Context: an optimization exercise on an open-source flow, tuned for small area, a short achievable clock period and few clock cycles. The choices shown serve that exercise and are no tape-out recipe.
Where RTL was checked, it was by simulation tests only, not by an equivalence proof against the original.
Function not checked in run 7: the RTL went through the layout flow alone.

## flow/design.v (module list and top-level ports; edited modules follow where they fit)
// module Divider16t: 87 lines
// module div_step: 26 lines
// module div_mux8: 6 lines
// module div_sgn: 3 lines
// module div_nsel: 3 lines
// module MultDiv: 2458 lines
// module mac_fa: 4 lines
// module mac_ha: 4 lines
// module mac_pp: 3 lines
// module mac_add64: 1751 lines
// module div_sub35: 843 lines
// module pfx_pg: 4 lines
// module pfx_p: 3 lines
// module pfx_g: 3 lines
// module pfx_bn: 4 lines
// module pfx_bp: 4 lines
// module pfx_gn: 3 lines
// module pfx_gp: 3 lines
// module muldiv_unit: 174 lines
module muldiv_unit (
    input               clk,
    input               resetn,
    input               req_valid,
    output              req_ready,
    input       [2:0]   req_op,      
    input       [31:0]  req_a,
    input       [31:0]  req_b,
    input       [31:0]  req_hi,      
    input       [31:0]  req_lo,
    output              resp_valid,
    output      [31:0]  resp_hi,
    output      [31:0]  resp_lo
);
  // ...
==> flow/flow/run.sh <==
#!/bin/bash
# The standard layout (standard.sh) with two changes to how it is made:
#  - ORFS's setup repair is asked to leave a larger slack margin: the design's
#    20 ns clock leaves every path with slack, so without a margin the repair
#    never works on the critical paths;
#  - the port buffers that placement inserts on every input and output are
#    plain buffers (buf_4) rather than the slow delay cells it picks by itself.
set -euo pipefail
MARGIN=14
PORTBUF=sky130_fd_sc_hd__buf_4
sed "s|\"\${@:-finish}\"|SETUP_SLACK_MARGIN=$MARGIN 'BUFFER_PORTS_ARGS=-buffer_cell $PORTBUF' \"\${@:-finish}\"|" standard.sh > standard_mod.sh
grep -q "SETUP_SLACK_MARGIN=$MARGIN" standard_mod.sh
bash standard_mod.sh > layout.log 2>&1
==> flow/standard.sh <==
#!/bin/bash
# synth_recipe.tcl (not shown) runs the flow's synth.tcl, then flattens the netlist and writes it again
# the make line also repeats each setting of config.mk as NAME=value (left out here)
make -C /OpenROAD-flow-scripts/flow DESIGN_CONFIG=/design/flow/config.mk WORK_HOME=/design/flow/orfs CLKGATE_MAP_FILE= SYNTH_SCRIPT=/design/flow/synth_recipe.tcl "${@:-finish}"
==> flow/config.mk <==
export PLATFORM = sky130hd
export DESIGN_NAME = muldiv_unit
export DESIGN_NICKNAME = muldiv_unit
export VERILOG_FILES = /design/flow/design.v
export SDC_FILE = /design/flow/constraint.sdc
export NUM_CORES = 8
export LEC_CHECK = 0
export CAP_MARGIN = 20
export CORE_MARGIN = 2
export CORE_UTILIZATION = 40
export CTS_CLUSTER_DIAMETER = 80
export CTS_CLUSTER_SIZE = 25
export SLEW_MARGIN = 20
export SYNTH_HIERARCHICAL = 1
export SYNTH_MINIMUM_KEEP_SIZE = 0
==> flow/constraint.sdc <==
create_clock -name core_clock -period 20.0 [get_ports {clk}]
set_input_delay 4.0000 -clock core_clock [delete_from_list [all_inputs] [get_ports {clk}]]
set_output_delay 4.0000 -clock core_clock [all_outputs]
set_load 0.01 [all_outputs]
==> summary.md, run 1 <==
| Metric | Value |
|---|---|
| Drt first pass iters | `6` |
| Setup TNS Final | `0 ns` |
| Syn Area/Cell | `10.95 um2` |
| Total grt overflow | `0` |
| Sequential cell area share | `20.40%` |
| Post-route cell area | `0.07765 mm2` |
| RSZ-0062 raised after global routing | `true` |
| Number of diodes | `3` |
| Final hold vios | `0` |
| Routed wl met2 | `between 100 and 150 mm` |
| Critical Path Source | `u_div.qq[31]` |
| Data required, critical path | `16.00 ns` |
| Reg area | `0.01584 mm2` |
| Met3 Track Usage GR | `7.857%` |
| Root Buffer | `clkbuf_16` |
| CP dominant cell by count | `buf_4` |
| Post-CTS sizing | `97` |
| R2r endpoint | `u_div.rr[28]` |
| Run status | `no timing/DRC/antenna violations` |
| Nets | `7716` |
| Worst skew pair latency | `0.76 ns` |
| GR peak layer | `met2` |
| Max Root-Sink Buffers | `3` |
| Met2 Usage GRT | `52.37%` |
| Core Area | `0.1715 mm2` |
| WP buf/inv | `3` |
| CTS Buf Count | `55` |
| Hold Path End | `mul_ok` |
| CTS sink cnt | `around 530` |
| Most common cell after layout, fill and taps aside | `xnor2_1` |
| Seq_cells | `between 500 and 600` |
| Fmax | `0.1662 GHz` |
| Cts hold-fix bufs | `0` |
| Fin crit share | `30.09%` |
| CP peak stage delay | `between 0.4 and 0.5 ns` |
| Gpl congestion | `1.000` |
| Max transition margin | `17.85%` |
| Crit-path cells | `buf_4, buf_4, mux2_2, buf_4` |
| DIE WIDTH | `419.3 um` |
Testbench counts, summed over its fixed seeds: cycles 5,290.
==> module muldiv_unit, before the edit <==
module muldiv_unit (
    input               clk,
    input               resetn,
    input               req_valid,
    output              req_ready,
    input       [2:0]   req_op,      
    input       [31:0]  req_a,
    input       [31:0]  req_b,
    input       [31:0]  req_hi,      
    input       [31:0]  req_lo,
    output              resp_valid,
    output      [31:0]  resp_hi,
    output      [31:0]  resp_lo
);
    reg         ir_valid;
    reg         ir_div, ir_sa, ir_sb;
    reg [31:0]  ir_a, ir_b, ir_hi, ir_lo;
    reg [16:0]  ir_one, ir_two, ir_neg;
    reg [5:0]   ir_lza, ir_lzb;      
    wire        rq_sgn = !req_op[0];
    wire        rq_sub = req_op[2] && req_op[1];
    wire        rq_sa  = rq_sgn && req_a[31];
    wire        rq_sb  = rq_sgn && req_b[31];
    wire [34:0] rq_bx  = {{2{rq_sb}}, req_b, 1'b0};
    wire        rq_flip = rq_sub ^ rq_sa;       
    reg  [16:0] rq_one, rq_two, rq_neg;
    integer j;
    always @(*) begin
        for (j = 0; j < 17; j = j + 1) begin
            rq_one[j] = rq_bx[2*j+1] ^ rq_bx[2*j];
            rq_two[j] = (rq_bx[2*j+2] & !rq_bx[2*j+1] & !rq_bx[2*j]) |
                        (!rq_bx[2*j+2] & rq_bx[2*j+1] & rq_bx[2*j]);
            rq_neg[j] = rq_bx[2*j+2] ^ rq_flip;
        end
    end
    function [5:0] lzc32;
        input [31:0] v;
        reg   [7:0]  nz4;
        reg   [15:0] l4;         
        reg   [3:0]  nz8;
        reg   [11:0] l8;         
        reg   [1:0]  nz16;
        reg   [7:0]  l16;        
        integer i;
        begin
            for (i = 0; i < 8; i = i + 1) begin
                nz4[i] = |v[4*i +: 4];
                l4[2*i +: 2] = v[4*i+3] ? 2'd0 : v[4*i+2] ? 2'd1 : v[4*i+1] ? 2'd2 : 2'd3;
            end
            for (i = 0; i < 4; i = i + 1) begin
                nz8[i] = nz4[2*i+1] | nz4[2*i];
                l8[3*i +: 3] = nz4[2*i+1] ? {1'b0, l4[4*i+2 +: 2]} : {1'b1, l4[4*i +: 2]};
            end
            for (i = 0; i < 2; i = i + 1) begin
                nz16[i] = nz8[2*i+1] | nz8[2*i];
                l16[4*i +: 4] = nz8[2*i+1] ? {1'b0, l8[6*i+3 +: 3]} : {1'b1, l8[6*i +: 3]};
            end
            lzc32 = nz16[1] ? {2'b00, l16[7:4]} : nz16[0] ? {2'b01, l16[3:0]} : 6'd32;
        end
    endfunction
    wire [5:0]  rq_lza = rq_sa ? lzc32(~req_a) : lzc32(req_a);
    wire [5:0]  rq_lzb = rq_sb ? lzc32(~req_b) : lzc32(req_b);
    wire [31:0] rq_na = -req_a;
    wire [31:0] rq_nb = -req_b;
    reg         b_valid, b_wait;     
    reg         e0_full, e0_wait;    
    reg [63:0]  e0_res;
    reg         resp_e0, resp_div;   
    reg         resp_any;            
    reg         mul_ok, div_ok;      
    reg         rdy;                 
    wire        div_idle, div_done;
    wire        dv_idle_n, dv_done_n;    
    wire [63:0] div_res;
    wire [63:0] mac_r0, mac_r1;
    reg  [63:0] b_r0, b_r1;
    wire [63:0] mac_res;
    wire        mac_co, mac_ct, mac_pt;
    wire        mul_issue = ir_valid && !ir_div && mul_ok;
    wire        div_issue = ir_valid &&  ir_div && div_ok;
    wire        consume   = mul_issue || div_issue;
    assign req_ready  = rdy;             
    assign resp_valid = resp_any;
    assign resp_hi    = resp_div ? div_res[63:32] : e0_res[63:32];
    assign resp_lo    = resp_div ? div_res[31:0]  : e0_res[31:0];
    wire        b_land   = b_valid && (!e0_full || resp_e0);
    wire        div_busy = !dv_idle_n;
    wire        e0_nf    = b_land || (e0_full && !resp_e0);
    wire        e0_nw    = b_land ? b_wait && !resp_div : e0_wait && !resp_div;
    wire        b_nv     = mul_issue || (b_valid && !b_land);
    wire        b_nw     = mul_issue ? div_busy : b_wait && !resp_div;
    wire        e0_rn    = e0_nf && !e0_nw;      
    wire        mul_ok_n = !b_nv || (!e0_nf || e0_rn);
    wire        div_ok_n = dv_idle_n || (dv_done_n && !e0_rn);
    wire        ir_valid_n = req_ready ? req_valid : (ir_valid && !consume);
    wire        ir_div_n   = req_ready ? (!req_op[2] && req_op[1]) : ir_div;
    always @(posedge clk) begin
        if (!resetn) begin
            ir_valid <= 1'b0;
            b_valid  <= 1'b0;
            b_wait   <= 1'b0;
            e0_full  <= 1'b0;
            e0_wait  <= 1'b0;
            resp_e0  <= 1'b0;
            resp_div <= 1'b0;
            resp_any <= 1'b0;
            rdy      <= 1'b1;
            mul_ok   <= 1'b1;
            div_ok   <= 1'b1;
        end
        else begin
            ir_valid <= ir_valid_n;
            b_valid  <= b_nv;
            b_wait   <= b_nw;
            e0_full  <= e0_nf;
            e0_wait  <= e0_nw;
            resp_e0  <= e0_rn;
            resp_div <= dv_done_n && !e0_rn;
            resp_any <= e0_rn || dv_done_n;
            mul_ok   <= mul_ok_n;
            div_ok   <= div_ok_n;
            rdy      <= !ir_valid_n || (ir_div_n ? div_ok_n : mul_ok_n);
        end
    end
    always @(posedge clk) begin
        if (req_ready) begin
            ir_div <= !req_op[2] && req_op[1];
            ir_sa  <= rq_sa;
            ir_sb  <= rq_sb;
            ir_a   <= rq_sa ? rq_na : req_a;
            ir_b   <= rq_sb ? rq_nb : req_b;
            ir_one <= rq_one;
            ir_two <= rq_two;
            ir_neg <= rq_neg;
            ir_lza <= rq_lza;
            ir_lzb <= rq_lzb;
            ir_hi  <= req_op[2] ? req_hi : 32'd0;
            ir_lo  <= req_op[2] ? req_lo : 32'd0;
        end
        if (mul_issue) begin
            b_r0 <= mac_r0;
            b_r1 <= mac_r1;
        end
        if (b_land)
            e0_res <= mac_res;
    end
    MultDiv u_mac (
        .a   ( ir_a            ),
        .one ( ir_one          ),
        .two ( ir_two          ),
        .neg ( ir_neg          ),
        .x   ( {ir_hi, ir_lo}  ),
        .r0  ( mac_r0          ),
        .r1  ( mac_r1          )
    );
    mac_add64 u_cpa (b_r0, b_r1, 1'b0, mac_res, mac_co, mac_ct, mac_pt);
    Divider16t u_div (
        .clk    ( clk       ),
        .resetn ( resetn    ),
        .start  ( div_issue ),
        .sa     ( ir_sa     ),
        .sb     ( ir_sb     ),
        .a      ( ir_a      ),
        .b      ( ir_b      ),
        .lza    ( ir_lza    ),
        .lzb    ( ir_lzb    ),
        .take   ( resp_div  ),
        .idle   ( div_idle  ),
        .done   ( div_done  ),
        .idle_n ( dv_idle_n ),
        .done_n ( dv_done_n ),
        .res    ( div_res   )
    );
endmodule
==> inputs of run 2 (changes only) <==
--- a/flow/design.v
+++ b/flow/design.v
@@ -121,19 +121,18 @@
 module div_sgn (input p, input c_n, output nonneg);
     assign nonneg = p ^ c_n;
 endmodule
 module div_nsel (input iter, input [31:0] st, input [31:0] alt, output [31:0] d);
     assign d = iter ? st : alt;
 endmodule
 module MultDiv (
     input  [31:0] a,
-    input  [16:0] one,
-    input  [16:0] two,
-    input  [16:0] neg,
+    input  [31:0] b,
+    input         flip,    
     input  [63:0] x,
     output [63:0] r0,      
     output [63:0] r1
 );
     wire s1;
     wire c2;
     wire s3;
     wire c4;
@@ -1340,16 +1339,26 @@
     wire s1205;
     wire c1206;
     wire s1207;
     wire c1208;
     wire s1209;
     wire c1210;
     wire s1211;
     wire c1212;
+    wire [34:0] bx = {2'b00, b, 1'b0};
+    wire [16:0] one, two, neg;
+    genvar j;
+    generate
+        for (j = 0; j < 17; j = j + 1) begin : enc
+            assign one[j] = bx[2*j+1] ^ bx[2*j];
+            assign two[j] = (bx[2*j+2] & !bx[2*j+1] & !bx[2*j]) | (!bx[2*j+2] & bx[2*j+1] & bx[2*j]);
+            assign neg[j] = bx[2*j+2] ^ flip;
+        end
+    endgenerate
     wire [34:0] pp_0;
     assign pp_0[0] = ((one[0] & a[0])) ^ neg[0];
     mac_pp u_pp_0_1 (one[0], two[0], neg[0], a[1], a[0], pp_0[1]);
     mac_pp u_pp_0_2 (one[0], two[0], neg[0], a[2], a[1], pp_0[2]);
     mac_pp u_pp_0_3 (one[0], two[0], neg[0], a[3], a[2], pp_0[3]);
     mac_pp u_pp_0_4 (one[0], two[0], neg[0], a[4], a[3], pp_0[4]);
     mac_pp u_pp_0_5 (one[0], two[0], neg[0], a[5], a[4], pp_0[5]);
     mac_pp u_pp_0_6 (one[0], two[0], neg[0], a[6], a[5], pp_0[6]);
@@ -5224,34 +5233,23 @@
     input       [31:0]  req_lo,
     output              resp_valid,
     output      [31:0]  resp_hi,
     output      [31:0]  resp_lo
 );
     reg         ir_valid;
     reg         ir_div, ir_sa, ir_sb;
     reg [31:0]  ir_a, ir_b, ir_hi, ir_lo;
-    reg [16:0]  ir_one, ir_two, ir_neg;
+    reg         ir_flip;             
     reg [5:0]   ir_lza, ir_lzb;      
     wire        rq_sgn = !req_op[0];
     wire        rq_sub = req_op[2] && req_op[1];
     wire        rq_sa  = rq_sgn && req_a[31];
     wire        rq_sb  = rq_sgn && req_b[31];
-    wire [34:0] rq_bx  = {{2{rq_sb}}, req_b, 1'b0};
-    wire        rq_flip = rq_sub ^ rq_sa;       
-    reg  [16:0] rq_one, rq_two, rq_neg;
-    integer j;
-    always @(*) begin
-        for (j = 0; j < 17; j = j + 1) begin
-            rq_one[j] = rq_bx[2*j+1] ^ rq_bx[2*j];
-            rq_two[j] = (rq_bx[2*j+2] & !rq_bx[2*j+1] & !rq_bx[2*j]) |
-                        (!rq_bx[2*j+2] & rq_bx[2*j+1] & rq_bx[2*j]);
-            rq_neg[j] = rq_bx[2*j+2] ^ rq_flip;
-        end
-    end
+    wire        rq_flip = rq_sub ^ rq_sa ^ rq_sb;
     function [5:0] lzc32;
         input [31:0] v;
         reg   [7:0]  nz4;
         reg   [15:0] l4;         
         reg   [3:0]  nz8;
         reg   [11:0] l8;         
         reg   [1:0]  nz16;
         reg   [7:0]  l16;        
@@ -5338,36 +5336,33 @@
     end
     always @(posedge clk) begin
         if (req_ready) begin
             ir_div <= !req_op[2] && req_op[1];
             ir_sa  <= rq_sa;
             ir_sb  <= rq_sb;
             ir_a   <= rq_sa ? rq_na : req_a;
             ir_b   <= rq_sb ? rq_nb : req_b;
-            ir_one <= rq_one;
-            ir_two <= rq_two;
-            ir_neg <= rq_neg;
+            ir_flip <= rq_flip;
             ir_lza <= rq_lza;
             ir_lzb <= rq_lzb;
             ir_hi  <= req_op[2] ? req_hi : 32'd0;
             ir_lo  <= req_op[2] ? req_lo : 32'd0;
         end
         if (mul_issue) begin
             b_r0 <= mac_r0;
             b_r1 <= mac_r1;
         end
         if (b_land)
             e0_res <= mac_res;
     end
     MultDiv u_mac (
         .a   ( ir_a            ),
-        .one ( ir_one          ),
-        .two ( ir_two          ),
-        .neg ( ir_neg          ),
+        .b   ( ir_b            ),
+        .flip( ir_flip         ),
         .x   ( {ir_hi, ir_lo}  ),
         .r0  ( mac_r0          ),
         .r1  ( mac_r1          )
     );
     mac_add64 u_cpa (b_r0, b_r1, 1'b0, mac_res, mac_co, mac_ct, mac_pt);
     Divider16t u_div (
         .clk    ( clk       ),
         .resetn ( resetn    ),
==> flow/config.mk (replaced) <==
export PLATFORM = sky130hd
export DESIGN_NAME = muldiv_unit
export DESIGN_NICKNAME = muldiv_unit
export VERILOG_FILES = /design/flow/design.v
export SDC_FILE = /design/flow/constraint.sdc
export NUM_CORES = 8
export LEC_CHECK = 0
export CAP_MARGIN = 20
export CORE_MARGIN = 2
export CORE_UTILIZATION = 50
export CTS_CLUSTER_DIAMETER = 100
export CTS_CLUSTER_SIZE = 20
export PLACE_DENSITY = 0.7
export SLEW_MARGIN = 20
export SYNTH_HIERARCHICAL = 1
export SYNTH_MINIMUM_KEEP_SIZE = 0
==> run 2 against run 1 <==
Effect of this change: still clean on timing, DRC and antenna; sequential share of layout area down 1.5 points; final area fell by 2.0%; synthesized cell count rose by 0.60%; critical path depth stayed put; critical endpoint is now resp_hi[11].
==> summary.md, run 2 <==
| Metric | Value |
|---|---|
| Startpoint types | `flip-flop` |
| Minimum clock period | `6.009 ns` |
| Hold Path End | `b_valid` |
| Post-route non-filler standard cell count | `around 8400` |
| Via density | `6.503` |
| Final hold vios | `0 (unchanged)` |
| Multi-input logic area | `0.05317 mm2` |
| Die height | `about 370 um` |
| Yosys warns | `8` |
| Clock skew | `0.03935 ns` |
| Final worst slack | `13.99 ns` |
| Run status | `no timing/DRC/antenna violations` |
| Per-cell routed wire length | `31.25 um` |
| CP dominant cell by count | `buf_4` |
| Slowest cell on the critical path | `edfxtp_1` |
| Rows | `approximately 140` |
| Cells after DPL | `just over 8000` |
| Max Cap Viol | `0` |
| Fin crit share | `30.04% (-0.046 points)` |
| Max transition margin | `25.81% (+8.0 points)` |
| CP arrival | `2.01 ns` |
| DR vias | `54550` |
| Post-Syn Area | `0.06820 mm2` |
| Full die area | `0.1394 mm2` |
| Total grt overflow | `0 (unchanged)` |
| Pin count of the biggest net entering global routing | `96` |
| Fmax | `0.1664 GHz (+0.15%)` |
| Area grow syn2layout | `11.57%` |
| Worst hold path cell count | `2` |
| CTS clk-pin slew, worst paths | `approximately 0.090 ns` |
| Cts hold-fix bufs | `0 (unchanged)` |
| CP Class | `flip-flop to primary output` |
| Data required, critical path | `16.00 ns (about the same)` |
| Worst skew pair latency | `0.69 ns (-0.07 ns)` |
| First-iteration detailed-routing DRC count | `roughly 6000` |
| H-tree Lvls | `2` |
| CTS Buf Count | `42 (-24%)` |
| Placed Area | `0.07180 mm2` |
| Post-route cell area | `0.07609 mm2 (-2.0%)` |
| Worst reg2reg path depth | `26` |
| Gpl congestion | `1.069 (+6.9%)` |
| Worst-margin pin slew | `1.113 ns` |
| Hold Crit Start | `b_valid` |
| Setup slack after placement | `12.77 ns` |
| Vias in the first global route | `55280` |
| Synthesized instance count | `around 6300` |
| Drt first pass iters | `6 (unchanged)` |
| Root Buffer | `clkbuf_16` |
| Global-route wire length before repair | `376.1 mm` |
| Antenna-violating nets left | `0` |
| CP peak stage delay | `0.54 ns (+0.07 ns)` |
| Layout cell share with drive strength beyond 1 | `32.31%` |
| Max FO, Critical Path | `6` |
| Core Area | `0.1355 mm2 (-21%)` |
| Final WL | `262.1 mm` |
| CTS sink cnt | `484 (-9.0%)` |
| Initial Util | `50.34%` |
| Crit-path cells | `buf_4, buf_4, mux2_2, buf_4` |
| Reg area | `0.01440 mm2 (-9.1%)` |
| DRC | `0` |
| Largest regs | `b_r0: 64 flops, b_r1: 64 flops, e0_res: 64 flops` |
| Setup slack, reg-to-reg | `14.03 ns` |
| R2r endpoint | `u_div.rr[1]` |
| Io pins | `200` |
| Critical Path End Type | `primary output` |
| Final Max Tran Viols | `0` |
| DIE WIDTH | `373.3 um (-11%)` |
| IO Port Bufs | `199` |
| WP buf/inv | `3 (unchanged)` |
| Reg2reg start | `u_div.qq[30]` |
| HPWL Detailed | `193.5 mm` |
| Max Root-Sink Buffers | `3 (unchanged)` |
| RSZ-0062 raised after global routing | `true` |
| Syn Area/Cell | `10.77 um2 (-1.7%)` |
| All-Layer GR Usage | `36.65%` |
| Setup TNS Final | `0 ns (unchanged)` |
| Most common cell after layout, fill and taps aside | `xnor2_1` |
| Nets | `7640 (-0.98%)` |
| CTS tree | `built` |
| Initial antenna violation count | `11` |
| Finish-stage setup viols | `0` |
| Most frequent cells in the layout | `816 x xnor2_1, 528 x a22oi_2, 470 x edfxtp_1` |
| CP delay by family, top | `flip-flops` |
| Hold Path Class | `flip-flop to flip-flop` |
| Fillers | `11680` |
[run 2: repair_timing]
| action | CTS | global route |
|---|---|---|
| cloned | 5 | 1 |
| gates resized for setup | 124 | 127 |
| buffers inserted | 65 | 52 |
| pin swaps | 21 | 9 |
| endpoints found under the setup margin | 98 | 40 |
[run 2: through the flow]
step | util [%] | hold WS, ns
after floorplan | - | 0.5096
final | 56.17 | 0.5864
after detailed placement | 53.00 | 0.5697
after CTS | 55.25 | 0.5863
after global placement | 52.98 | 0.5525
after global routing | 56.16 | 0.6140
[run 2: area by class of cell]
type	count	share of cell area, %
Timing Repair Buffer	436	4.821
Tap cell	1781	2.929
Antenna cell	4	0.01315
Inverter	313	1.549
Clock inverter	25	0.4801
Sequential cell	484	18.93
Multi-Input combinational cell	5298	69.87
Clock buffer	48	1.411
[run 2: worst max path at each step]
stage                        end  cells after the start    startpoint  slack [ns]
CTS                  resp_hi[25]                      3      resp_div       13.98
global route        u_div.rr[31]                     24  u_div.qq[31]       13.93
finish               resp_hi[11]                      4  u_div.rr[11]       13.99
detailed placement  u_div.rr[19]                     23  u_div.rr[10]       12.77
global placement    u_div.rr[29]                     23   u_div.rr[9]       12.81
floorplan               b_r1[34]                     11      ir_b[31]       13.09
[run 2: routing by layer]
layer / up-vias / global-route usage [%] / wire (um)
li1: 23100 / - / -
met5: - / 0 / 20
met1: 27270 / 47.96 / 104200
met3: 755 / 8.506 / 26180
met2: 3432 / 57.33 / 117100
met4: 4 / 17.53 / 14710
[run 2: tightest hold or removal path, stage by stage, from the launching register on]
cell	delay, ns
dfxtp_1	0.36
a21oi_1	0.14
nor2b_1	0.05
Testbench counts of run 2, summed over its fixed seeds: cycles 5,290.
==> inputs of run 3 (changes only) <==
--- a/flow/flow/run.sh
+++ b/flow/flow/run.sh
@@ -8,3 +8,3 @@
 set -euo pipefail
-MARGIN=14
+MARGIN=14.1
 PORTBUF=sky130_fd_sc_hd__buf_4
--- a/flow/config.mk
+++ b/flow/config.mk
@@ -9,6 +9,5 @@
 export CORE_MARGIN = 2
-export CORE_UTILIZATION = 50
+export CORE_UTILIZATION = 40
 export CTS_CLUSTER_DIAMETER = 100
 export CTS_CLUSTER_SIZE = 20
-export PLACE_DENSITY = 0.7
 export SLEW_MARGIN = 20
==> run 3 against run 2 <==
Effect of this change: still clean on timing, DRC and antenna; global-route usage decreased by 7.0 points; synthesized cell count unchanged; critical path type unchanged; critical endpoint is now resp_hi[6].
==> summary.md, run 3 <==
| Metric | Value |
|---|---|
| Run status | `no timing/DRC/antenna violations` |
| Critical Path End Type | `primary output` |
| Io pins | `200 (unchanged)` |
| Largest regs | `b_r0: 64 flops, b_r1: 64 flops, e0_res: 64 flops` |
| Hold Path Class | `flip-flop to flip-flop` |
| Hold Crit Start | `b_wait` |
| Total grt overflow | `0 (unchanged)` |
| Worst reg2reg path depth | `27 (+3.8%)` |
| Initial Util | `40.29% (-10 points)` |
| Core Area | `0.1693 mm2 (+25%)` |
| Nets | `7679 (+0.51%)` |
| Area grow syn2layout | `12.64%` |
| Reg area | `0.01440 mm2 (unchanged)` |
| Initial antenna violation count | `5 (-6)` |
| Synthesized instance count | `6334 (unchanged)` |
| Die height | `416.9 um (+12%)` |
| Gpl congestion | `1.017 (-4.8%)` |
| RSZ-0062 raised after global routing | `true` |
| IO Port Bufs | `199 (unchanged)` |
| Multi-input logic area | `0.05315 mm2 (about the same)` |
| CTS tree | `built` |
| Full die area | `0.1738 mm2 (+25%)` |
| DR vias | `53840 (-1.3%)` |
| Setup slack after placement | `12.68 ns (-0.09390 ns)` |
| Yosys warns | `8 (unchanged)` |
| WHS | `0.5640 ns (-0.02249 ns)` |
| Slowest cell on the critical path | `edfxtp_1` |
| Max FO, Critical Path | `5 (-1)` |
| Fillers | `15740 (+35%)` |
| Most frequent cells in the layout | `817 x xnor2_1, 528 x a22oi_2, 470 x edfxtp_1` |
| Most common cell after layout, fill and taps aside | `xnor2_1` |
| H-tree Lvls | `2 (unchanged)` |
| CP arrival | `2.01 ns (about the same)` |
| Via density | `6.079 (-6.5%)` |
| DRC | `0 (unchanged)` |
| Per-cell routed wire length | `30.06 um (-3.8%)` |
| First-iteration detailed-routing DRC count | `5114 (-17%)` |
| All-Layer GR Usage | `29.65% (-7.0 points)` |
| Vias in the first global route | `55050 (-0.43%)` |
| Setup TNS Final | `0 ns (unchanged)` |
| Fin crit share | `30.07% (about the same)` |
| Post-Syn Area | `0.06820 mm2 (unchanged)` |
| Startpoint types | `flip-flop` |
| Final worst slack | `13.99 ns (-0.005400 ns)` |
| Max Cap Viol | `0 (unchanged)` |
| CTS sink cnt | `484 (unchanged)` |
| R2r endpoint | `u_div.qq[0]` |
| Reg2reg start | `u_div.rr[27]` |
| Global-route wire length before repair | `378.9 mm (+0.73%)` |
| Finish-stage setup viols | `0 (unchanged)` |
| Max Root-Sink Buffers | `3 (unchanged)` |
| Cts hold-fix bufs | `0 (unchanged)` |
| Worst hold path cell count | `3 (+1)` |
| Data required, critical path | `16.00 ns (about the same)` |
| Drt first pass iters | `12 (+6)` |
| DIE WIDTH | `416.9 um (+12%)` |
| Max transition margin | `28.08% (+2.3 points)` |
| WP buf/inv | `3 (unchanged)` |
| CP peak stage delay | `0.55 ns (about the same)` |
| Clock skew | `0.03542 ns (-0.003931 ns)` |
| Minimum clock period | `6.014 ns (+0.005400 ns)` |
| Hold Path End | `mul_ok` |
| Pin count of the biggest net entering global routing | `70 (-27%)` |
| Antenna-violating nets left | `0 (unchanged)` |
| Final WL | `266.3 mm (+1.6%)` |
| HPWL Detailed | `191.4 mm (-1.1%)` |
| Final Max Tran Viols | `0 (unchanged)` |
| Fmax | `0.1663 GHz (about the same)` |
| Cell depth of the worst setup path | `4 (unchanged)` |
| Worst-margin pin slew | `1.079 ns (-0.03411 ns)` |
| Crit-path cells | `buf_4, buf_6, mux2_4, buf_4` |
| Worst skew pair latency | `0.67 ns (-0.02 ns)` |
| CP Class | `flip-flop to primary output` |
| CP dominant cell by count | `buf_4` |
| CP delay by family, top | `flip-flops` |
| CTS clk-pin slew, worst paths | `0.08 ns (about the same)` |
| Layout cell share with drive strength beyond 1 | `32.98% (+0.67 points)` |
| Setup slack, reg-to-reg | `14.17 ns (+0.14 ns)` |
| Rows | `151 (+12%)` |
| CTS Buf Count | `35 (-17%)` |
| Syn Area/Cell | `10.77 um2 (unchanged)` |
| Root Buffer | `clkbuf_16` |
| Final hold vios | `0 (unchanged)` |
==> run 3: routing by layer <==
metal	vias up	track usage [%]	share of wire (%)	routed length (um)
met2	2746	46.82	45	120100
met3	703	4.915	7.8	20770
met1	27230	38.16	40	106600
li1	23160	-	-	-
met5	-	0	0.0086	23
met4	4	17.74	7.0	18760
==> run 3: worst max path at each step <==
| stage | slack [ns] | to | from |
|---|---|---|---|
| 6_report | 13.99 | resp_hi[6] | u_div.rr[6] |
| 2_1_floorplan | 13.09 | b_r1[34] | ir_b[31] |
| 4_1_cts | 14.07 | resp_lo[11] | resp_div |
| 3_5_place_dp | 12.68 | u_div.rr[7] | u_div.rr[21] |
| 5_1_grt | 13.95 | ir_b[1] | req_op[0] |
| 3_3_place_gp | 12.80 | u_div.rr[31] | u_div.rr[20] |
==> run 3: worst register-to-register path, delay by kind of cell (launching register included) <==
family / cells / cell delay [ns]
flip-flops: 1 / 0.49
adder cells (fa/ha/maj): 2 / 0.72
multiplexers: 3 / 0.68
AO/OA/AOI/OAI: 5 / 0.85
buffers and inverters: 5 / 0.80
XOR/XNOR: 2 / 0.36
AND/OR/NAND/NOR: 10 / 1.68
==> run 3: through the flow <==
stage | std cells | cell area, um2 | util [%]
final | 8856 | 76820 | 45.38
after detailed placement | 8621 | 72310 | 42.72
after floorplan | 6392 | 68890 | -
after global routing | 8855 | 76820 | 45.38
after CTS | 8766 | 75240 | 44.45
after global placement | 8621 | 72300 | 42.71
==> run 3: timing repair <==
| item | in CTS | in global routing |
|---|---|---|
| cloned | 2 | 5 |
| pin swaps | 27 | 17 |
| hold endpoints to repair | 0 | 0 |
| buffers inserted | 83 | 84 |
| resized for setup | 139 | 147 |
| endpoints found under the setup margin | 106 | 90 |
==> run 3: final cells by class <==
type | count | share of cell area [%]
clock inverter | 14 | 0.2459
timing repair buffer | 483 | 5.430
sequential | 484 | 18.75
clock buffer | 46 | 1.235
antenna | 1 | 0.003257
multi-input combinational | 5297 | 69.19
inverter | 313 | 1.541
tap | 2218 | 3.612
==> inputs of run 4 (changes only) <==
--- a/flow/flow/run.sh
+++ b/flow/flow/run.sh
@@ -8,3 +8,3 @@
 set -euo pipefail
-MARGIN=14.1
+MARGIN=14
 PORTBUF=sky130_fd_sc_hd__buf_4
--- a/flow/config.mk
+++ b/flow/config.mk
@@ -12,2 +12,3 @@
 export CTS_CLUSTER_SIZE = 20
+export GPL_TIMING_DRIVEN = 0
 export SLEW_MARGIN = 20
==> run 4 against run 3 <==
Effect of this change: die area did not move; wire length rose by 7.4%; synthesized area unchanged; critical path depth did not move; clock skew is 0.013 ns higher.
==> summary.md, run 4 <==
| Metric | Value |
|---|---|
| DIE WIDTH | `416.9 um (unchanged)` |
| Post-route non-filler standard cell count | `9292 (+4.9%)` |
| Worst reg2reg path depth | `26 (-3.7%)` |
| R2r endpoint | `u_div.rr[13]` |
| Crit-path cells | `clkbuf_8, buf_4, mux2_2, buf_4` |
| Fmax | `0.1670 GHz (+0.42%)` |
| Via density | `6.040 (-0.65%)` |
| CP delay by family, top | `buffers and inverters` |
| Fin crit share | `29.94% (-0.13 points)` |
| Worst skew pair latency | `0.65 ns (-0.02 ns)` |
| Max FO, Critical Path | `10 (+5)` |
| Initial antenna violation count | `8 (+3)` |
| First-iteration detailed-routing DRC count | `5706 (+12%)` |
| CTS sink cnt | `484 (unchanged)` |
| Critical Path Sink | `resp_hi[16]` |
| Critical Path Source | `resp_div` |
| Setup slack, reg-to-reg | `14.06 ns (-0.11 ns)` |
| Vias in the first global route | `56490 (+2.6%)` |
| Slowest cell on the critical path | `mux2_2` |
| Per-cell routed wire length | `30.78 um (+2.4%)` |
| WP buf/inv | `3 (unchanged)` |
| CP peak stage delay | `0.45 ns (-0.10 ns)` |
| HPWL Detailed | `230.2 mm (+20%)` |
| CTS tree | `built` |
| Most frequent cells in the layout | `817 x xnor2_1, 528 x a22oi_2, 482 x buf_4` |
| CP arrival | `1.99 ns (-0.02 ns)` |
| Post-layout util | `49.64% (+4.3 points)` |
| Core Area | `0.1693 mm2 (unchanged)` |
| Die height | `416.9 um (unchanged)` |
| H-tree Lvls | `2 (unchanged)` |
| Total grt overflow | `0 (unchanged)` |
| Startpoint types | `flip-flop` |
| CTS clk-pin slew, worst paths | `0.09 ns (about the same)` |
| Critical Path End Type | `primary output` |
| Antenna-violating nets left | `0 (unchanged)` |
| Full die area | `0.1738 mm2 (unchanged)` |
| Global-route wire length before repair | `404.8 mm (+6.8%)` |
| Data required, critical path | `16.00 ns (about the same)` |
| Cell depth of the worst setup path | `4 (unchanged)` |
| Rows | `151 (unchanged)` |
| Synthesized instance count | `6334 (unchanged)` |
| Setup TNS Final | `0 ns (unchanged)` |
| CP Class | `flip-flop to primary output` |
| Layout cell share with drive strength beyond 1 | `37.14% (+4.2 points)` |
| Most common cell after layout, fill and taps aside | `xnor2_1` |
| CP dominant cell by count | `buf_4` |
| Run status | `no timing/DRC/antenna violations` |
| Final WL | `286.0 mm (+7.4%)` |
| All-Layer GR Usage | `32.05% (+2.4 points)` |
| Cts hold-fix bufs | `0 (unchanged)` |
| RSZ-0062 raised after global routing | `true` |
| Initial Util | `40.29% (unchanged)` |
| Cells after DPL | `9020 (+4.6%)` |
| Syn Area/Cell | `10.77 um2 (unchanged)` |
| Pin count of the biggest net entering global routing | `59 (-16%)` |
| Reg2reg start | `u_div.rr[4]` |
| Post-Syn Area | `0.06820 mm2 (unchanged)` |
| Max transition margin | `16.54% (-12 points)` |
| Drt first pass iters | `7 (-5)` |
| Nets | `8119 (+5.7%)` |
| IO Port Bufs | `162 (-19%)` |
| Root Buffer | `clkbuf_16` |
| Hold Path Class | `flip-flop to flip-flop` |
| Finish-stage setup viols | `0 (unchanged)` |
| Largest regs | `b_r0: 64 flops, b_r1: 64 flops, e0_res: 64 flops` |
| WHS | `0.5865 ns (+0.02252 ns)` |
| Clock skew | `0.04878 ns (+0.01336 ns)` |
| Yosys warns | `8 (unchanged)` |
| Max Cap Viol | `0 (unchanged)` |
| Io pins | `200 (unchanged)` |
| Gpl congestion | `1.059 (+4.1%)` |
| CTS Buf Count | `34 (-2.9%)` |
| Max Root-Sink Buffers | `3 (unchanged)` |
| Worst-margin pin slew | `1.217 ns (+0.1383 ns)` |
| Final hold vios | `0 (unchanged)` |
| DRC | `0 (unchanged)` |
| Area grow syn2layout | `23.22%` |
| DR vias | `56120 (+4.2%)` |
| Final Max Tran Viols | `0 (unchanged)` |
| Minimum clock period | `5.989 ns (-0.02500 ns)` |
[run 4: how the worst min path moves through the flow]
stage                              to  depth (start not counted)  slack [ns]  startpoint
after floorplan           u_div.r_neg                          0        0.51       ir_sa
after global placement        b_valid                          2        0.55     b_valid
after detailed placement      e0_full                          1        0.55     b_valid
after CTS                     e0_full                          1        0.58     b_valid
after global routing          e0_full                          1        0.62     b_valid
final                         e0_full                          1        0.59     b_valid
[run 4: repair_timing]
item                                    in CTS  in global routing
setup buffers                              169                 46
cloned                                       1                  0
endpoints found under the hold margin        0                  0
gates resized for setup                    213                255
endpoints found under the setup margin      98                 50
pin swaps                                    7                 21
[run 4: cell type report]
type | count | area [um2]
Sequential cell | 484 | 14400
Buffer | 300 | 2238
Inverter | 313 | 1175
Timing Repair Buffer | 626 | 8476
Multi-Input combinational cell | 5295 | 53920
Antenna cell | 1 | 2.502
Tap cell | 2218 | 2775
Fill cell | 15170 | 85250
Clock inverter | 15 | 177.7
Clock buffer | 40 | 873.3
[run 4: worst reg2reg max path, delay by kind of cell (launching register included)]
kind	cells	cell delay (ns)
AO/OA/AOI/OAI	4	0.55
XOR/XNOR	2	0.49
adder cells (fa/ha/maj)	2	0.62
buffers and inverters	4	0.72
flip-flops	1	0.43
multiplexers	4	1.34
AND/OR/NAND/NOR	10	1.50
[run 4: metal layers]
layer	routed length, um	share of wire (%)	global-route usage (%)
met1	115200	40	42.30
met5	47	0.016	0
met4	17570	6.1	15.94
met2	128400	45	50.41
met3	24800	8.7	5.870
[run 4: through the flow]
stage          setup slack [ns]  area [um2]
6_report                  14.01       84030
5_1_grt                   13.88       84030
4_1_cts                   13.97       82020
3_5_place_dp              12.36       78420
3_3_place_gp              10.39       72810
2_1_floorplan             13.09       68820
==> inputs of run 5 (changes only) <==
--- a/flow/config.mk
+++ b/flow/config.mk
@@ -12,3 +12,3 @@
 export CTS_CLUSTER_SIZE = 20
-export GPL_TIMING_DRIVEN = 0
+export PLACE_DENSITY = 0.5
 export SLEW_MARGIN = 20
==> run 5 against run 4 <==
Effect of this change: synthesized area stayed put; die area is the same; non-clock buffer count down 401; via count shrank 4.1%; cell count down 4.0%.
==> summary.md, run 5 <==
| Metric | Value |
|---|---|
| DRC | `0 (unchanged)` |
| First-iteration detailed-routing DRC count | `5010 (-12%)` |
| Clock skew | `0.04673 ns (-0.002049 ns)` |
| Final hold vios | `0 (unchanged)` |
| Total grt overflow | `0 (unchanged)` |
| Layout cell share with drive strength beyond 1 | `33.72% (-3.4 points)` |
| Global-route wire length before repair | `416.9 mm (+3.0%)` |
| RSZ-0062 raised after global routing | `true` |
| Finish-stage setup viols | `0 (unchanged)` |
| R2r endpoint | `u_div.rr[20]` |
| Largest regs | `b_r0: 64 flops, b_r1: 64 flops, e0_res: 64 flops` |
| Critical Path End Type | `primary output` |
| CP arrival | `2.06 ns (+0.07 ns)` |
| Data required, critical path | `16.00 ns (about the same)` |
| Multi-input logic area | `0.05342 mm2 (-0.93%)` |
| Fin crit share | `30.30% (+0.36 points)` |
| Max Cap Viol | `0 (unchanged)` |
| All-Layer GR Usage | `33.58% (+1.5 points)` |
| IO Port Bufs | `199 (+23%)` |
| Run status | `no timing/DRC/antenna violations` |
| Max transition margin | `24.88% (+8.3 points)` |
| Most common cell after layout, fill and taps aside | `xnor2_1` |
| Syn Area/Cell | `10.77 um2 (unchanged)` |
| Setup slack, reg-to-reg | `14.04 ns (-0.02 ns)` |
| Worst reg2reg path depth | `16 (-38%)` |
| Io pins | `200 (unchanged)` |
| Post-Syn Area | `0.06820 mm2 (unchanged)` |
| Max Root-Sink Buffers | `3 (unchanged)` |
| Gpl congestion | `0.9412 (-11%)` |
| Synthesized instance count | `6334 (unchanged)` |
| Root Buffer | `clkbuf_16` |
| CP Class | `flip-flop to primary output` |
| HPWL Detailed | `222.4 mm (-3.4%)` |
| CTS tree | `built` |
| Hold Crit Start | `b_valid` |
| Reg area | `0.01440 mm2 (about the same)` |
| DIE WIDTH | `416.9 um (unchanged)` |
| Drt first pass iters | `6 (-1)` |
| H-tree Lvls | `2 (unchanged)` |
| Yosys warns | `8 (unchanged)` |
| Post-route cell area | `0.07784 mm2 (-7.4%)` |
| Pin count of the biggest net entering global routing | `95 (+61%)` |
| Initial Util | `40.29% (unchanged)` |
| Full die area | `0.1738 mm2 (unchanged)` |
| Via density | `6.035 (about the same)` |
| Final WL | `298.7 mm (+4.4%)` |
| Most frequent cells in the layout | `816 x xnor2_1, 528 x a22oi_2, 470 x edfxtp_1` |
| Placed Area | `0.07256 mm2 (-7.5%)` |
| CTS clk-pin slew, worst paths | `0.09 ns (about the same)` |
| Startpoint types | `flip-flop` |
| Core Area | `0.1693 mm2 (unchanged)` |
| Area grow syn2layout | `14.13%` |
| Per-cell routed wire length | `33.49 um (+8.8%)` |
| Minimum clock period | `6.060 ns (+0.07130 ns)` |
| Antenna-violating nets left | `0 (unchanged)` |
| Reg2reg start | `ir_lzb[1]` |
| Rows | `151 (unchanged)` |
| Fillers | `15910 (+4.9%)` |
| DR vias | `53830 (-4.1%)` |
| Worst-margin pin slew | `1.127 ns (-0.09023 ns)` |
| Final Max Tran Viols | `0 (unchanged)` |
| Fmax | `0.1650 GHz (-1.2%)` |
| Cts hold-fix bufs | `0 (unchanged)` |
| Hold Path Class | `flip-flop to flip-flop` |
| Critical Path Sink | `resp_hi[9]` |
| Critical Path Source | `u_div.rr[9]` |
| Initial antenna violation count | `9 (+1)` |
| Worst skew pair latency | `0.70 ns (+0.05 ns)` |
| CTS sink cnt | `484 (unchanged)` |
| Nets | `7730 (-4.8%)` |
| Setup TNS Final | `0 ns (unchanged)` |
| Max FO, Critical Path | `6 (-4)` |
| Vias in the first global route | `54720 (-3.1%)` |
| Die height | `416.9 um (unchanged)` |
| CTS Buf Count | `44 (+29%)` |
[run 5: repair_timing]
| item | CTS | global route |
|---|---|---|
| resized for setup | 197 | 166 |
| gates cloned | 6 | 3 |
| endpoints found under the setup margin | 89 | 70 |
| buffers inserted | 123 | 51 |
| pin swaps | 20 | 32 |
| hold endpoints to repair | 0 | 0 |
[run 5: worst min path at each step]
stage | end | cells past startpoint | slack, ns
after global routing | b_r1[1] | 1 | 0.60
after floorplan | u_div.r_neg | 0 | 0.51
after detailed placement | b_r1[1] | 1 | 0.54
after global placement | b_r0[0] | 1 | 0.55
after CTS | b_valid | 2 | 0.58
final | b_valid | 2 | 0.58
[run 5: cell type report]
| type | count | share of cell area, % |
|---|---|---|
| diodes | 1 | 0.003215 |
| clock buffers | 50 | 1.444 |
| clock inverters | 31 | 0.5401 |
| inverters | 313 | 1.514 |
| multi-input cells | 5297 | 68.62 |
| flip-flops and latches | 484 | 18.50 |
| well taps | 2218 | 3.565 |
| repair buffers | 525 | 5.808 |
[run 5: per-stage QoR]
stage	util (%)	instances	worst slack (ns)	hold slack, ns
2_1_floorplan	-	6392	13.09	0.5096
3_3_place_gp	42.86	8654	12.68	0.5500
3_5_place_dp	42.87	8654	12.64	0.5438
4_1_cts	45.13	8864	13.92	0.5792
5_1_grt	45.98	8918	13.91	0.5996
6_report	45.98	8919	13.94	0.5833
[run 5: critical path: stages (launching register included)]
cell,delay [ns]
edfxtp_1,0.53
buf_4,0.20
buf_4,0.16
mux2_4,0.32
buf_4,0.17
[run 5: layer usage]
| metal | up-vias | GRT usage (%) | wire length [um] | part of all wire (%) |
|---|---|---|---|---|
| met1 | 27690 | 45.41 | 127200 | 43 |
| met4 | 8 | 12.78 | 13590 | 4.5 |
| met2 | 2321 | 54.15 | 137000 | 46 |
| met3 | 540 | 5.041 | 20840 | 7.0 |
| li1 | 23270 | - | - | - |
| met5 | - | 0 | 59 | 0.020 |
==> inputs of run 6 (changes only) <==
--- a/flow/config.mk
+++ b/flow/config.mk
@@ -12,3 +12,2 @@
 export CTS_CLUSTER_SIZE = 20
-export PLACE_DENSITY = 0.5
 export SLEW_MARGIN = 20
==> run 6 against run 5 <==
Effect of this change: sequential share of layout area grew 0.47 points; register-to-register slack lost 0.02 ns; worst setup slack lost 0.00090 ns; critical path depth is the same.
==> summary.md, run 6 <==
| Metric | Value |
|---|---|
| DIE WIDTH | `416.9 um (unchanged)` |
| Via density | `6.115 (+1.3%)` |
| CTS tree | `built` |
| Initial antenna violation count | `2 (-7)` |
| Global-route wire length before repair | `385.2 mm (-7.6%)` |
| CTS clk-pin slew, worst paths | `0.09 ns (about the same)` |
| CTS sink cnt | `484 (unchanged)` |
| Vias in the first global route | `54840 (+0.22%)` |
| R2r endpoint | `u_div.rr[20]` |
| H-tree Lvls | `2 (unchanged)` |
| Core Area | `0.1693 mm2 (unchanged)` |
| CP Class | `flip-flop to primary output` |
| Setup slack, reg-to-reg | `14.02 ns (-0.02 ns)` |
| Minimum clock period | `6.061 ns (+0.0009000 ns)` |
| Drt first pass iters | `6 (unchanged)` |
| CP arrival | `2.06 ns (about the same)` |
| Per-cell routed wire length | `30.54 um (-8.8%)` |
| Final Max Tran Viols | `0 (unchanged)` |
| Largest regs | `b_r0: 64 flops, b_r1: 64 flops, e0_res: 64 flops` |
| DR vias | `53810 (-0.022%)` |
| Io pins | `200 (unchanged)` |
| Layout cell share with drive strength beyond 1 | `31.64% (-2.1 points)` |
| Fmax | `0.1650 GHz (about the same)` |
| Full die area | `0.1738 mm2 (unchanged)` |
| RSZ-0062 raised after global routing | `true` |
| Pin count of the biggest net entering global routing | `70 (-26%)` |
| Most common cell after layout, fill and taps aside | `xnor2_1` |
| WHS | `0.5664 ns (-0.01688 ns)` |
| Cell depth of the worst setup path | `4 (unchanged)` |
| Worst reg2reg path depth | `17 (+1)` |
| Root Buffer | `clkbuf_16` |
| CTS Buf Count | `37 (-16%)` |
| Setup slack after placement | `12.74 ns (+0.09600 ns)` |
| Critical Path Sink | `resp_hi[9]` |
| Rows | `151 (unchanged)` |
| HPWL Detailed | `196.6 mm (-12%)` |
| Clock skew | `0.04017 ns (-0.006567 ns)` |
| Crit-path cells | `buf_4, buf_4, mux2_2, buf_4` |
| Max transition margin | `27.54% (+2.7 points)` |
| Run status | `no timing/DRC/antenna violations` |
| Worst skew pair latency | `0.67 ns (-0.03 ns)` |
| Max Cap Viol | `0 (unchanged)` |
| Max FO, Critical Path | `5 (-1)` |
| Max Root-Sink Buffers | `3 (unchanged)` |
| Startpoint types | `flip-flop` |
| Data required, critical path | `16.00 ns (about the same)` |
| Slowest cell on the critical path | `edfxtp_1` |
| Worst-margin pin slew | `1.059 ns (-0.06740 ns)` |
| CP delay by family, top | `buffers and inverters` |
| Synthesized instance count | `6334 (unchanged)` |
| Die height | `416.9 um (unchanged)` |
| Final hold vios | `0 (unchanged)` |
| First-iteration detailed-routing DRC count | `4997 (-0.26%)` |
| Area grow syn2layout | `11.33%` |
| Cells after DPL | `8622 (-0.37%)` |
| Setup TNS Final | `0 ns (unchanged)` |
| IO Port Bufs | `199 (unchanged)` |
| CP dominant cell by count | `buf_4` |
| CP peak stage delay | `0.52 ns (about the same)` |
| WP buf/inv | `3 (unchanged)` |
| Yosys warns | `8 (unchanged)` |
| Finish-stage setup viols | `0 (unchanged)` |
| Most frequent cells in the layout | `817 x xnor2_1, 528 x a22oi_2, 470 x edfxtp_1` |
| Initial Util | `40.29% (unchanged)` |
| DRC | `0 (unchanged)` |
| Critical Path End Type | `primary output` |
| Syn Area/Cell | `10.77 um2 (unchanged)` |
| Critical Path Source | `u_div.rr[9]` |
| Final worst slack | `13.94 ns (-0.0009000 ns)` |
| Fin crit share | `30.31% (about the same)` |
| Cts hold-fix bufs | `0 (unchanged)` |
| Gpl congestion | `1.021 (+8.5%)` |
| Antenna-violating nets left | `0 (unchanged)` |
| Nets | `7620 (-1.4%)` |
| Hold Path Class | `flip-flop to flip-flop` |
| Post-route non-filler standard cell count | `8800 (-1.3%)` |
| Final WL | `268.7 mm (-10%)` |
| Post-Syn Area | `0.06820 mm2 (unchanged)` |
| Reg2reg start | `ir_lza[3]` |
| All-Layer GR Usage | `30.23% (-3.3 points)` |
| Total grt overflow | `0 (unchanged)` |
[run 6: cell type report]
type                    instances  area [um2]
flip-flops and latches        484       14400
clock inverters                22       241.5
clock buffers                  42       944.7
diodes                          2       5.005
repair buffers                424        3591
well taps                    2218        2775
fillers                     15950       93360
inverters                     313        1184
multi-input cells            5295       52780
[run 6: how the worst min path moves through the flow]
stage                 start     endpoint  slack, ns  cells past startpoint
floorplan             ir_sa  u_div.r_neg       0.51                      0
global placement     b_wait       mul_ok       0.55                      3
detailed placement   b_wait       mul_ok       0.57                      3
CTS                   ir_sb  u_div.q_neg       0.57                      2
global route        b_valid      e0_full       0.60                      1
finish                ir_sb  u_div.q_neg       0.57                      2
[run 6: metrics by stage]
stage               utilization (%)  cell area [um2]
global route                  44.85            75920
CTS                           44.34            75050
floorplan                         -            68820
global placement              42.70            72280
finish                        44.85            75930
detailed placement            42.70            72290
[run 6: routing by layer]
layer	up-vias	global-route usage (%)	wire, um
met3	634	5.326	21110
met5	-	0	13
li1	23060	-	-
met4	2	16.33	16420
met2	2792	47.57	121800
met1	27330	39.53	109400
[run 6: repair_timing]
action | CTS | global route
endpoints found under the setup margin | 143 | 51
resized for setup | 107 | 106
pin swaps | 27 | 5
buffers inserted | 74 | 38
[run 6: worst register-to-register path: cells and delay by family, from the launching register on]
kind                     cells  cell delay [ns]
AO/OA/AOI/OAI                6             1.80
AND/OR/NAND/NOR              4             1.30
adder cells (fa/ha/maj)      3             1.05
buffers and inverters        3             1.03
flip-flops                   1             0.38
multiplexers                 1             0.28
==> module Divider16t, before the edit <==
module Divider16t (
    input               clk,
    input               resetn,
    input               start,       
    input               sa,          
    input               sb,          
    input       [31:0]  a,           
    input       [31:0]  b,           
    input       [5:0]   lza,         
    input       [5:0]   lzb,         
    input               take,        
    output              idle,        
    output              done,        
    output              idle_n,      
    output              done_n,      
    output      [63:0]  res          
);
    localparam S_IDLE = 2'd0, S_ITER = 2'd1, S_DONE = 2'd2, S_FIX = 2'd3;
    reg [1:0]   state;
    reg [3:0]   cnt;
    reg [31:0]  rr, qq;          
    reg [31:0]  ddn;             
    reg [33:0]  d3n;             
    reg         q_neg, r_neg;
    wire [6:0]  nq3 = {1'b0, lzb} - {1'b0, lza} + {6'd0, sa} + 7'd4;    
    wire        qz  = nq3[6] || nq3[5:0] < 6'd4;                       
    wire [3:0]  kq  = nq3[5] ? 4'd8 : {1'b0, nq3[4:2]};                 
    wire [2:0]  sh  = 3'd0 - kq[2:0];             
    wire [63:0] w0 = {32'd0, a} << {sh, 2'b00};
    wire [33:0] x1 = {rr, qq[31:30]};
    wire [31:0] r1, r2;
    wire [1:0]  q1, q2;
    div_step u_st1 (x1, {3'b111, ddn}, {2'b11, ddn, 1'b1}, {1'b1, d3n}, r1, q1);
    wire [33:0] x2 = {r1, qq[29:28]};
    div_step u_st2 (x2, {3'b111, ddn}, {2'b11, ddn, 1'b1}, {1'b1, d3n}, r2, q2);
    wire [33:0] st1 = {r1, q1};
    wire [33:0] st2 = {r2, q2};
    wire        load = start && (state == S_IDLE || (state == S_DONE && take));
    assign idle = state == S_IDLE;
    assign done = state == S_DONE;
    assign res  = {rr, qq};
    wire        fix = r_neg || q_neg;
    reg [1:0]   state_n;
    always @(*) begin
        state_n = state;
        if (load)
            state_n = !qz ? S_ITER : sa ? S_FIX : S_DONE;
        else
            case (state)
                S_ITER: if (cnt == 4'd1) state_n = fix ? S_FIX : S_DONE;
                S_FIX:  state_n = S_DONE;
                S_DONE: if (take) state_n = S_IDLE;
                default: ;
            endcase
    end
    assign idle_n = state_n == S_IDLE;
    assign done_n = state_n == S_DONE;
    always @(posedge clk) begin
        if (!resetn)
            state <= S_IDLE;
        else
            state <= state_n;
    end
    wire        iter   = state == S_ITER;
    wire        w_en   = load || iter || state == S_FIX;
    wire [31:0] rr_alt = load ? (qz ? a : w0[63:32]) : (rr ^ {32{r_neg}}) + {31'd0, r_neg};
    wire [31:0] qq_alt = load ? (qz ? 32'd0 : w0[31:0]) : (qq ^ {32{q_neg}}) + {31'd0, q_neg};
    wire [31:0] rr_d, qq_d;
    div_nsel u_nr (iter, st2[33:2], rr_alt, rr_d);
    div_nsel u_nq (iter, {qq[27:0], st1[1:0], st2[1:0]}, qq_alt, qq_d);
    always @(posedge clk) begin
        if (w_en) begin
            rr    <= rr_d;
            qq    <= qq_d;
        end
        if (load) begin
            cnt   <= kq;
            ddn   <= ~b;
            d3n   <= ~({2'b0, b} + {1'b0, b, 1'b0});
            q_neg <= !qz && (sa ^ sb);
            r_neg <= sa;
        end
        else if (iter) begin
            cnt   <= cnt - 4'd1;
        end
    end
endmodule  
==> inputs of run 7 (changes only) <==
--- a/flow/design.v
+++ b/flow/design.v
@@ -9,4 +9,2 @@
     input       [31:0]  b,           
-    input       [5:0]   lza,         
-    input       [5:0]   lzb,         
     input               take,        
@@ -25,3 +23,30 @@
     reg         q_neg, r_neg;
-    wire [6:0]  nq3 = {1'b0, lzb} - {1'b0, lza} + {6'd0, sa} + 7'd4;    
+    function [5:0] lzc32;
+        input [31:0] v;
+        reg   [7:0]  nz4;
+        reg   [15:0] l4;         
+        reg   [3:0]  nz8;
+        reg   [11:0] l8;         
+        reg   [1:0]  nz16;
+        reg   [7:0]  l16;        
+        integer i;
+        begin
+            for (i = 0; i < 8; i = i + 1) begin
+                nz4[i] = |v[4*i +: 4];
+                l4[2*i +: 2] = v[4*i+3] ? 2'd0 : v[4*i+2] ? 2'd1 : v[4*i+1] ? 2'd2 : 2'd3;
+            end
+            for (i = 0; i < 4; i = i + 1) begin
+                nz8[i] = nz4[2*i+1] | nz4[2*i];
+                l8[3*i +: 3] = nz4[2*i+1] ? {1'b0, l4[4*i+2 +: 2]} : {1'b1, l4[4*i +: 2]};
+            end
+            for (i = 0; i < 2; i = i + 1) begin
+                nz16[i] = nz8[2*i+1] | nz8[2*i];
+                l16[4*i +: 4] = nz8[2*i+1] ? {1'b0, l8[6*i+3 +: 3]} : {1'b1, l8[6*i +: 3]};
+            end
+            lzc32 = nz16[1] ? {2'b00, l16[7:4]} : nz16[0] ? {2'b01, l16[3:0]} : 6'd32;
+        end
+    endfunction
+    wire [5:0]  za  = lzc32(a);
+    wire [5:0]  zb  = lzc32(b);
+    wire [6:0]  nq3 = {1'b0, zb} - {1'b0, za} + 7'd4;                   
     wire        qz  = nq3[6] || nq3[5:0] < 6'd4;                       
@@ -5241,3 +5266,2 @@
     reg         ir_flip;             
-    reg [5:0]   ir_lza, ir_lzb;      
     wire        rq_sgn = !req_op[0];
@@ -5247,29 +5271,2 @@
     wire        rq_flip = rq_sub ^ rq_sa ^ rq_sb;
-    function [5:0] lzc32;
-        input [31:0] v;
-        reg   [7:0]  nz4;
-        reg   [15:0] l4;         
-        reg   [3:0]  nz8;
-        reg   [11:0] l8;         
-        reg   [1:0]  nz16;
-        reg   [7:0]  l16;        
-        integer i;
-        begin
-            for (i = 0; i < 8; i = i + 1) begin
-                nz4[i] = |v[4*i +: 4];
-                l4[2*i +: 2] = v[4*i+3] ? 2'd0 : v[4*i+2] ? 2'd1 : v[4*i+1] ? 2'd2 : 2'd3;
-            end
-            for (i = 0; i < 4; i = i + 1) begin
-                nz8[i] = nz4[2*i+1] | nz4[2*i];
-                l8[3*i +: 3] = nz4[2*i+1] ? {1'b0, l4[4*i+2 +: 2]} : {1'b1, l4[4*i +: 2]};
-            end
-            for (i = 0; i < 2; i = i + 1) begin
-                nz16[i] = nz8[2*i+1] | nz8[2*i];
-                l16[4*i +: 4] = nz8[2*i+1] ? {1'b0, l8[6*i+3 +: 3]} : {1'b1, l8[6*i +: 3]};
-            end
-            lzc32 = nz16[1] ? {2'b00, l16[7:4]} : nz16[0] ? {2'b01, l16[3:0]} : 6'd32;
-        end
-    endfunction
-    wire [5:0]  rq_lza = rq_sa ? lzc32(~req_a) : lzc32(req_a);
-    wire [5:0]  rq_lzb = rq_sb ? lzc32(~req_b) : lzc32(req_b);
     wire [31:0] rq_na = -req_a;
@@ -5344,4 +5341,2 @@
             ir_flip <= rq_flip;
-            ir_lza <= rq_lza;
-            ir_lzb <= rq_lzb;
             ir_hi  <= req_op[2] ? req_hi : 32'd0;
@@ -5373,4 +5368,2 @@
         .b      ( ir_b      ),
-        .lza    ( ir_lza    ),
-        .lzb    ( ir_lzb    ),
         .take   ( resp_div  ),
==> run 7 against run 6 <==
Effect of this change: still clean on timing, DRC and antenna; final area is 3.1% higher; sequential cell count down 12; critical path depth fell by 1; global-route usage is 2.2 points higher; critical path type unchanged; critical endpoint is now resp_hi[1].
==> summary.md, run 7 <==
| Metric | Value |
|---|---|
| First-iteration detailed-routing DRC count | `5734 (+15%)` |
| Initial Util | `40.36% (+0.073 points)` |
| Root Buffer | `clkbuf_16` |
| Most frequent cells in the layout | `807 x xnor2_1, 527 x a22oi_2, 515 x buf_4` |
| CTS tree | `built` |
| Hold Path Class | `flip-flop to flip-flop` |
| Syn Area/Cell | `10.78 um2 (about the same)` |
| Post-Syn Area | `0.06848 mm2 (+0.41%)` |
| Setup TNS Final | `0 ns (unchanged)` |
| Io pins | `200 (unchanged)` |
| Worst skew pair latency | `0.66 ns (about the same)` |
| Max transition margin | `27.18% (-0.37 points)` |
| CTS sink cnt | `472 (-2.5%)` |
| Minimum clock period | `6.019 ns (-0.04180 ns)` |
| Yosys warns | `8 (unchanged)` |
| Rows | `151 (unchanged)` |
| Most common cell after layout, fill and taps aside | `xnor2_1` |
| CP Class | `flip-flop to primary output` |
| Gpl congestion | `1.041 (+1.9%)` |
| Fmax | `0.1661 GHz (+0.70%)` |
| CP peak stage delay | `0.50 ns (-0.02 ns)` |
| Run status | `no timing/DRC/antenna violations` |
| Data required, critical path | `16.00 ns (about the same)` |
| Per-cell routed wire length | `32.27 um (+5.7%)` |
| DRC | `0 (unchanged)` |
| Final WL | `289.7 mm (+7.8%)` |
| Die height | `417.8 um (+0.20%)` |
| Pin count of the biggest net entering global routing | `96 (+37%)` |
| Post-layout util | `46.16% (+1.3 points)` |
| Placed Area | `0.07298 mm2 (+0.96%)` |
| Layout cell share with drive strength beyond 1 | `34.97% (+3.3 points)` |
| Startpoint types | `flip-flop` |
| RSZ-0062 raised after global routing | `true` |
| Crit-path cells | `clkbuf_16, mux2_2, buf_4` |
| Fin crit share | `30.10% (-0.21 points)` |
| Final hold vios | `0 (unchanged)` |
| Cts hold-fix bufs | `0 (unchanged)` |
| CTS clk-pin slew, worst paths | `0.09 ns (about the same)` |
| Max Cap Viol | `0 (unchanged)` |
| All-Layer GR Usage | `32.43% (+2.2 points)` |
| IO Port Bufs | `199 (unchanged)` |
| Core Area | `0.1697 mm2 (+0.22%)` |
| Max Root-Sink Buffers | `3 (unchanged)` |
| Antenna-violating nets left | `0 (unchanged)` |
| WP buf/inv | `2 (-1)` |
| HPWL Detailed | `211.2 mm (+7.4%)` |
| Initial antenna violation count | `8 (+6)` |
| DIE WIDTH | `417.8 um (+0.20%)` |
| Critical Path End Type | `primary output` |
| CP delay by family, top | `flip-flops` |
| CTS Buf Count | `39 (+5.4%)` |
| Vias in the first global route | `56590 (+3.2%)` |
| Area grow syn2layout | `14.36%` |
| CP arrival | `2.02 ns (-0.04 ns)` |
| Max FO, Critical Path | `14 (+9)` |
| Final Max Tran Viols | `0 (unchanged)` |
| H-tree Lvls | `2 (unchanged)` |
| DR vias | `55420 (+3.0%)` |
| Total grt overflow | `0 (unchanged)` |
| Via density | `6.174 (+0.96%)` |
| Post-route cell area | `0.07831 mm2 (+3.1%)` |
| Nets | `7817 (+2.6%)` |
| Clock skew | `0.04933 ns (+0.009166 ns)` |
| Worst-margin pin slew | `1.084 ns (+0.02460 ns)` |
| Largest regs | `b_r0: 64 flops, b_r1: 64 flops, e0_res: 64 flops` |
| Drt first pass iters | `6 (unchanged)` |
| Synthesized instance count | `6354 (+0.32%)` |
| Full die area | `0.1745 mm2 (+0.40%)` |
| Global-route wire length before repair | `409.9 mm (+6.4%)` |
| Slowest cell on the critical path | `dfxtp_4` |
| Finish-stage setup viols | `0 (unchanged)` |
run 7: per-stage QoR:
step / cells / hold slack [ns] / setup WS, ns
CTS: 8880 / 0.5609 / 13.96
detailed placement: 8685 / 0.5348 / 12.03
global route: 8976 / 0.6012 / 13.90
floorplan: 6412 / 0.4892 / 13.02
global placement: 8684 / 0.5304 / 11.55
finish: 8977 / 0.5617 / 13.98
run 7: routing by layer:
metal	vias to the layer above	global-route usage, %	share of wire, %
met1	28310	41.66	40
met5	-	0	0.028
met4	10	17.29	6.4
met3	731	5.370	7.4
li1	23520	-	-
met2	2846	52.27	46
run 7: layout make-up:
cell class              instances  area (um2)
repair buffers                558        4638
multi-input cells            5359       54340
well taps                    2218        2775
fillers                     15760       91350
inverters                     301        1156
diodes                          1       2.502
flip-flops and latches        472       14040
clock inverters                22       330.3
clock buffers                  46        1023
run 7: final timing paths:
check / from / endpoint / slack [ns] / cells past startpoint
worst max-delay path: resp_div / resp_hi[1] / 13.98 / 3
worst min-delay path: ir_lo[0] / b_r0[0] / 0.56 / 1
worst max register to register: u_div.rr[0] / u_div.rr[20] / 14.07 / 25
worst min register to register: ir_lo[0] / b_r0[0] / 0.56 / 1
run 7: what timing repair did:
item,CTS,global route
setup endpoints to repair,126,67
pin swaps,24,28
gates cloned,3,3
setup buffers,124,92
gates resized for setup,144,224

re-timing with driven ports:
The flow's constraints put no driver on any port. The routed layouts listed below were extracted and timed again, unchanged, in two steps.
Step 1 (the two cells are an assumption about what drives the block):
set clk [get_ports {clk}]
set_driving_cell -lib_cell sky130_fd_sc_hd__clkbuf_16 $clk
set_driving_cell -lib_cell sky130_fd_sc_hd__buf_2 [delete_from_list [all_inputs] $clk]
Step 2, shift: input delay + t, output delay - t, t = (earliest + latest rising clock arrival at the registers) / 2. This alone moves slack from input paths to output paths.
Slacks: ideal ports / drivers / drivers and shift; pairs: ideal ports / drivers.
| run | shift t [ns] | setup WS [ns] | hold slack, ns | worst register clock-pin slew, ns | pins driven straight from the clock port |
|---|---|---|---|---|---|
| run 1 | 0.822 | 13.982 / 13.891 / 13.413 | 0.537 / 0.537 / 0.537 | 0.10 / 0.10 | 1 |
| run 2 | 0.749 | 13.991 / 13.911 / 13.505 | 0.586 / 0.586 / 0.586 | 0.09 / 0.09 | 1 |
| run 3 | 0.730 | 13.986 / 13.899 / 13.400 | 0.564 / 0.564 / 0.564 | 0.10 / 0.10 | 1 |
| run 4 | 0.707 | 14.011 / 13.930 / 13.454 | 0.586 / 0.586 / 0.586 | 0.09 / 0.09 | 1 |
| run 5 | 0.765 | 13.940 / 13.854 / 13.516 | 0.583 / 0.583 / 0.583 | 0.10 / 0.10 | 1 |
| run 6 | 0.740 | 13.939 / 13.850 / 13.344 | 0.566 / 0.566 / 0.566 | 0.09 / 0.09 | 1 |
| run 7 | 0.728 | 13.981 / 13.894 / 13.608 | 0.562 / 0.562 / 0.562 | 0.10 / 0.10 | 1 |
After both steps setup and hold are still met in every run listed. For run 6, which loses most, drivers alone change the setup slack by -0.089 ns; drivers and shift together by -0.595 ns.
